Background: an optimization exercise with open tools, aiming at small area and few clock cycles per item. Do not read the settings as production practice.

==> v14 <==
## system
module system
  #(parameter WIDTH = 24)
   (input aclk,
    input aresetn,
    input [WIDTH-1:0] s_axis_tdata,
    input s_axis_tvalid,
    output s_axis_tready,
    input s_axis_tlast,
    input [3:0] s_axis_tuser,
    output [2*WIDTH-1:0] m_axis_tdata,
    output m_axis_tvalid,
    input m_axis_tready,
    output m_axis_tlast,
    output [3:0] m_axis_tuser);
    localparam SEED = 7'b1011101;
    wire [WIDTH-1:0] s2e_tdata;
    wire s2e_tvalid;
    wire s2e_tready;
    wire s2e_tlast;
    wire [3:0] s2e_tuser;
    scrambler #(.WIDTH(WIDTH), .SEED(SEED)) scrambler_i(
        .aclk(aclk),
        .aresetn(aresetn),
        .s_axis_tdata(s_axis_tdata),
        .s_axis_tvalid(s_axis_tvalid),
        .s_axis_tready(s_axis_tready),
        .s_axis_tuser(s_axis_tuser),
        .s_axis_tlast(s_axis_tlast),
        .m_axis_tdata(s2e_tdata),
        .m_axis_tvalid(s2e_tvalid),
        .m_axis_tready(s2e_tready),
        .m_axis_tuser(s2e_tuser),
        .m_axis_tlast(s2e_tlast)
    );
    encoder #(.WIDTH(WIDTH)) encoder_i(
        .aclk(aclk),
        .aresetn(aresetn),
        .s_axis_tdata(s2e_tdata),
        .s_axis_tvalid(s2e_tvalid),
        .s_axis_tready(s2e_tready),
        .s_axis_tuser(s2e_tuser),
  ...
export LEC_CHECK = 0
export CAP_MARGIN = 20
export CORE_MARGIN = 2
export CORE_UTILIZATION = 40
export SLEW_MARGIN = 20
create_clock -name core_clock -period 4.0 [get_ports {aclk}]
run.sh (not shown) runs the stock make flow with config.mk's settings and CLKGATE_MAP_FILE= SYNTH_SCRIPT=/design/flow/synth_recipe.tcl, a recipe that flattens the netlist after the stock synthesis.
==> inputs of v36, as changes to v14 <==
==> flow/design.v (replaced) <==
`timescale 1ns / 1ps
module scrambler
 #(parameter WIDTH = 24)
  (input  [6:0]       lfsr,
   output [WIDTH-1:0] fb);
  genvar i;
  generate
    for (i = 0; i < WIDTH; i = i + 1) begin : gen_feedback
      if (i < 4)
        assign fb[i] = lfsr[i+3] ^ lfsr[i];
      else if (i < 7)
        assign fb[i] = lfsr[i] ^ fb[i-4];
      else
        assign fb[i] = fb[i-7] ^ fb[i-4];
    end
  endgenerate
endmodule
`timescale 1ns / 1ps
module encoder
 #(parameter WIDTH = 24)
  (input  [WIDTH-1:0]   data,
   input  [5:0]         history,
   input  [3:0]         tuser,
   output reg [2*WIDTH-1:0] coded);
  wire [WIDTH-1:0] g0;
  wire [WIDTH-1:0] g1;
  wire [2*WIDTH-1:0] hr;
  wire [2*WIDTH-1:0] tfr;
  wire [2*WIDTH-1:0] ttr;
  wire [WIDTH+5:0] operand = {data, history};
  genvar i;
  generate
    for (i = 0; i < WIDTH; i = i + 1) begin : gen_poly
      assign g0[i] = operand[i+6] ^ operand[i+4] ^ operand[i+3] ^ operand[i+1] ^ operand[i];
      assign g1[i] = g0[i] ^ operand[i+5] ^ operand[i+1];
    end
    for (i = 0; i < 2*WIDTH-1; i = i + 2) begin : gen_half_rate
      assign hr[i]   = g0[i/2];
      assign hr[i+1] = g1[i/2];
    end
    for (i = 0; i < 3*WIDTH/2-2; i = i + 3) begin : gen_two_thirds
      assign ttr[i]   = g0[2*(i/3)];
      assign ttr[i+1] = g1[2*(i/3)];
      assign ttr[i+2] = g0[2*(i/3)+1];
    end
    for (i = 0; i < 4*WIDTH/3-3; i = i + 4) begin : gen_three_fourths
      assign tfr[i]   = g0[i-i/4];
      assign tfr[i+1] = g1[i-i/4];
      assign tfr[i+2] = g0[i-i/4+1];
      assign tfr[i+3] = g1[i-i/4+2];
    end
  endgenerate
  assign ttr[2*WIDTH-1:3*WIDTH/2] = 0;
  assign tfr[2*WIDTH-1:4*WIDTH/3] = 0;
  always @*
    case (tuser)
      4'b1111, 4'b0111, 4'b1011, 4'b0011:
        coded = tfr;
      4'b0001:
        coded = ttr;
      default:
        coded = hr;
    endcase
endmodule
`timescale 1ns / 1ps
module system
  #(parameter WIDTH = 24)
   (input aclk,
    input aresetn,
    input [WIDTH-1:0] s_axis_tdata,
    input s_axis_tvalid,
    output s_axis_tready,
    input s_axis_tlast,
    input [3:0] s_axis_tuser,
    output [2*WIDTH-1:0] m_axis_tdata,
    output m_axis_tvalid,
    input m_axis_tready,
    output m_axis_tlast,
    output [3:0] m_axis_tuser);
    localparam SEED = 7'b1011101;
    reg [6:0]       lfsr;      
    reg [WIDTH-1:0] sdata;     
    reg [3:0]       tuser;
    reg             tlast;
    reg             tvalid;
    reg [5:0]       history;   
    wire [WIDTH-1:0] fb;
    scrambler #(.WIDTH(WIDTH)) scrambler_i(.lfsr(lfsr), .fb(fb));
    wire [WIDTH-1:0] smask = {sdata[WIDTH-1:WIDTH-7] & {7{~tlast}}, sdata[WIDTH-8:0]};
    assign s_axis_tready = ~tvalid | m_axis_tready;
    wire accept = s_axis_tvalid & s_axis_tready;
    always @(posedge aclk)
      if (~aresetn) begin
        lfsr   <= SEED;
        tlast  <= 1'b1;
        tvalid <= 1'b0;
      end
      else begin
        if (accept) begin
          lfsr  <= fb[WIDTH-1:WIDTH-7];
          tlast <= s_axis_tlast;
        end
        tvalid <= accept | (tvalid & ~m_axis_tready);
      end
    always @(posedge aclk)
      if (accept) begin
        sdata   <= s_axis_tdata ^ fb;
        tuser   <= s_axis_tuser;
        history <= smask[WIDTH-1:WIDTH-6];
      end
    encoder #(.WIDTH(WIDTH)) encoder_i(
        .data(smask),
        .history(history),
        .tuser(tuser),
        .coded(m_axis_tdata)
    );
    assign m_axis_tvalid = tvalid;
    assign m_axis_tlast  = tlast;
    assign m_axis_tuser  = tuser;
endmodule
==> inputs of v29, as changes to v14 <==
==> flow/design.v (replaced) <==
`timescale 1ns / 1ps
module scrambler
 #(parameter WIDTH = 24)
  (input  [6:0]       lfsr,
   output [WIDTH-1:0] fb);
  genvar i;
  generate
    for (i = 0; i < WIDTH; i = i + 1) begin : gen_feedback
      if (i < 4)
        assign fb[i] = lfsr[i+3] ^ lfsr[i];
      else if (i < 7)
        assign fb[i] = lfsr[i] ^ fb[i-4];
      else
        assign fb[i] = fb[i-7] ^ fb[i-4];
    end
  endgenerate
endmodule
`timescale 1ns / 1ps
module encoder
 #(parameter WIDTH = 24)
  (input  [WIDTH-1:0]   data,
   input  [5:0]         history,
   input  [3:0]         tuser,
   output reg [2*WIDTH-1:0] coded);
  wire [WIDTH-1:0] g0;
  wire [WIDTH-1:0] g1;
  wire [2*WIDTH-1:0] hr;
  wire [2*WIDTH-1:0] tfr;
  wire [2*WIDTH-1:0] ttr;
  wire [WIDTH+5:0] operand = {data, history};
  wire [WIDTH+5:0] a;
  wire [WIDTH+5:0] b;
  genvar i;
  generate
    for (i = 3; i < WIDTH + 6; i = i + 1) begin : gen_a
      assign a[i] = operand[i] ^ operand[i-2];
    end
    assign a[2:0] = 3'b000;
    for (i = 6; i < WIDTH + 6; i = i + 1) begin : gen_b
      assign b[i] = a[i] ^ operand[i-6];
    end
    assign b[5:0] = 6'b000000;
    for (i = 0; i < WIDTH; i = i + 1) begin : gen_poly
      assign g0[i] = b[i+6] ^ a[i+3];
      assign g1[i] = b[i+6] ^ a[i+5];
    end
    for (i = 0; i < 2*WIDTH-1; i = i + 2) begin : gen_half_rate
      assign hr[i]   = g0[i/2];
      assign hr[i+1] = g1[i/2];
    end
    for (i = 0; i < 3*WIDTH/2-2; i = i + 3) begin : gen_two_thirds
      assign ttr[i]   = g0[2*(i/3)];
      assign ttr[i+1] = g1[2*(i/3)];
      assign ttr[i+2] = g0[2*(i/3)+1];
    end
    for (i = 0; i < 4*WIDTH/3-3; i = i + 4) begin : gen_three_fourths
      assign tfr[i]   = g0[i-i/4];
      assign tfr[i+1] = g1[i-i/4];
      assign tfr[i+2] = g0[i-i/4+1];
      assign tfr[i+3] = g1[i-i/4+2];
    end
  endgenerate
  assign ttr[2*WIDTH-1:3*WIDTH/2] = 0;
  assign tfr[2*WIDTH-1:4*WIDTH/3] = 0;
  always @*
    case (tuser)
      4'b1111, 4'b0111, 4'b1011, 4'b0011:
        coded = tfr;
      4'b0001:
        coded = ttr;
      default:
        coded = hr;
    endcase
endmodule
`timescale 1ns / 1ps
module system
  #(parameter WIDTH = 24)
   (input aclk,
    input aresetn,
    input [WIDTH-1:0] s_axis_tdata,
    input s_axis_tvalid,
    output s_axis_tready,
    input s_axis_tlast,
    input [3:0] s_axis_tuser,
    output [2*WIDTH-1:0] m_axis_tdata,
    output m_axis_tvalid,
    input m_axis_tready,
    output m_axis_tlast,
    output [3:0] m_axis_tuser);
    localparam SEED = 7'b1011101;
    reg [6:0]       lfsr;      
    reg [WIDTH-1:0] sdata;     
    reg [3:0]       tuser;
    reg             tlast;
    reg             tvalid;
    reg [5:0]       history;   
    wire [WIDTH-1:0] fb;
    scrambler #(.WIDTH(WIDTH)) scrambler_i(.lfsr(lfsr), .fb(fb));
    wire [WIDTH-1:0] smask = {sdata[WIDTH-1:WIDTH-7] & {7{~tlast}}, sdata[WIDTH-8:0]};
    assign s_axis_tready = ~tvalid | m_axis_tready;
    wire accept = s_axis_tvalid & s_axis_tready;
    always @(posedge aclk)
      if (~aresetn) begin
        lfsr   <= SEED;
        tlast  <= 1'b1;
        tvalid <= 1'b0;
      end
      else begin
        if (accept) begin
          lfsr  <= fb[WIDTH-1:WIDTH-7];
          tlast <= s_axis_tlast;
        end
        tvalid <= accept | (tvalid & ~m_axis_tready);
      end
    always @(posedge aclk)
      if (accept) begin
        sdata   <= s_axis_tdata ^ fb;
        tuser   <= s_axis_tuser;
        history <= smask[WIDTH-1:WIDTH-6];
      end
    encoder #(.WIDTH(WIDTH)) encoder_i(
        .data(smask),
        .history(history),
        .tuser(tuser),
        .coded(m_axis_tdata)
    );
    assign m_axis_tvalid = tvalid;
    assign m_axis_tlast  = tlast;
    assign m_axis_tuser  = tuser;
endmodule
==> summary.txt <==
Synthesized cell count: v36 is smaller than v29 (2.0%). In v29 the global-route usage is lower than in v14, by 3.2 points. In v36 the first-iteration DRC count is lower than in v29, by 4.6%. Of v29 and v36, v29 has the higher fmax (gap about 5%, measured against v36). The lowest worst setup slack belongs to v36, the highest to v14. Non-clock buffer count, highest first: v14, v36, v29. Sequential share of layout area: v14 > v36 > v29. In critical path depth, v29 and v36 do not differ. Against v29, the via count of v14 is larger by 68%. v14 produced a clean layout. v29 finished clean. v36 completed without violations.
==> figures <==
Core Util, Final: v14 49.27%; v36 52.00%; v29 52.30%
Inverters: v14 1; v36 9; v29 12
Result of the run: v14 timing/DRC/antenna clean; v36 timing/DRC/antenna clean; v29 timing/DRC/antenna clean
Count of clock-net buffers in the final layout: v14 11; v36 5; v29 5
Register bit count reported by yosys: v14 97; v36 43; v29 43
Number of multi-input combinational cells in the layout: v14 445; v36 301; v29 310
Wire length of the first global-routing pass: v14 25.82 mm; v36 14.71 mm; v29 14.05 mm
Hold endpoint: v14 encoder_i.m_axis_tdata[0]; v36 tvalid; v29 tvalid
Share of Yosys cell area claimed by the top area cell type: v14 32.04%; v36 28.70%; v29 30.61%
Crit start category: v14 primary input; v36 register; v29 register
Post-Synth Simple-Gate Area: v14 10.18%; v36 9.061%; v29 9.308%
Smallest setup slack after layout: v14 1230 ps; v36 482.2 ps; v29 646.0 ps
CP Data Arrival Time: v14 1970 ps; v36 2720 ps; v29 2550 ps
Vertical die dimension: v14 127.1 microns; v36 101.3 microns; v29 101.2 microns
Count of fill cells added during filler insertion: v14 1362; v36 879; v29 882
Fin Clk Skew: v14 8.859 ps; v36 7.536 ps; v29 5.035 ps
Fraction of final layout cells with drive strength greater than 1: v14 6.260%; v36 5.960%; v29 4.310%
Xor and xnor fraction of the mapped netlist area: v14 34.27%; v36 44.28%; v29 43.82%
Width of the die: v14 127.1 microns; v36 101.3 microns; v29 101.2 microns
Function was not checked in any run of this note: the RTL went through the layout flow alone.

==> separate check: timing with driven ports <==
No port has a modelled driver above. Below, the same layouts with a new extraction and two added sets of constraints.
Step 1, drivers: a clkbuf_16 drives aclk and a buf_2 each remaining input, both assumed.
Step 2 adds t to the input delays and takes it off the output delays; t is the mean of the earliest and latest rising clock arrival at the registers after step 1. Input paths then give back, and output paths get back, about the clock's delay inside the block.
Three values: no drivers, after step 1, after step 2; two values: the first two.
| run | t, ns | setup WS [ns] | worst setup path at the end | worst register clock-pin slew, ns | worst data-port slew with drivers (ns) |
|---|---|---|---|---|---|
| v14 | 0.386 | 1.230 / 1.205 / 1.201 | input to register | 0.07 / 0.07 | 0.04 |
| v36 | 0.324 | 0.482 / 0.455 / 0.778 | register to output | 0.09 / 0.09 | 0.04 |
| v29 | 0.315 | 0.646 / 0.621 / 0.935 | register to output | 0.08 / 0.08 | 0.04 |
After both steps setup and hold are still met in every run listed. The setup slack of v14, which loses most, moves by -0.025 ns with the drivers and by -0.029 ns with both steps.
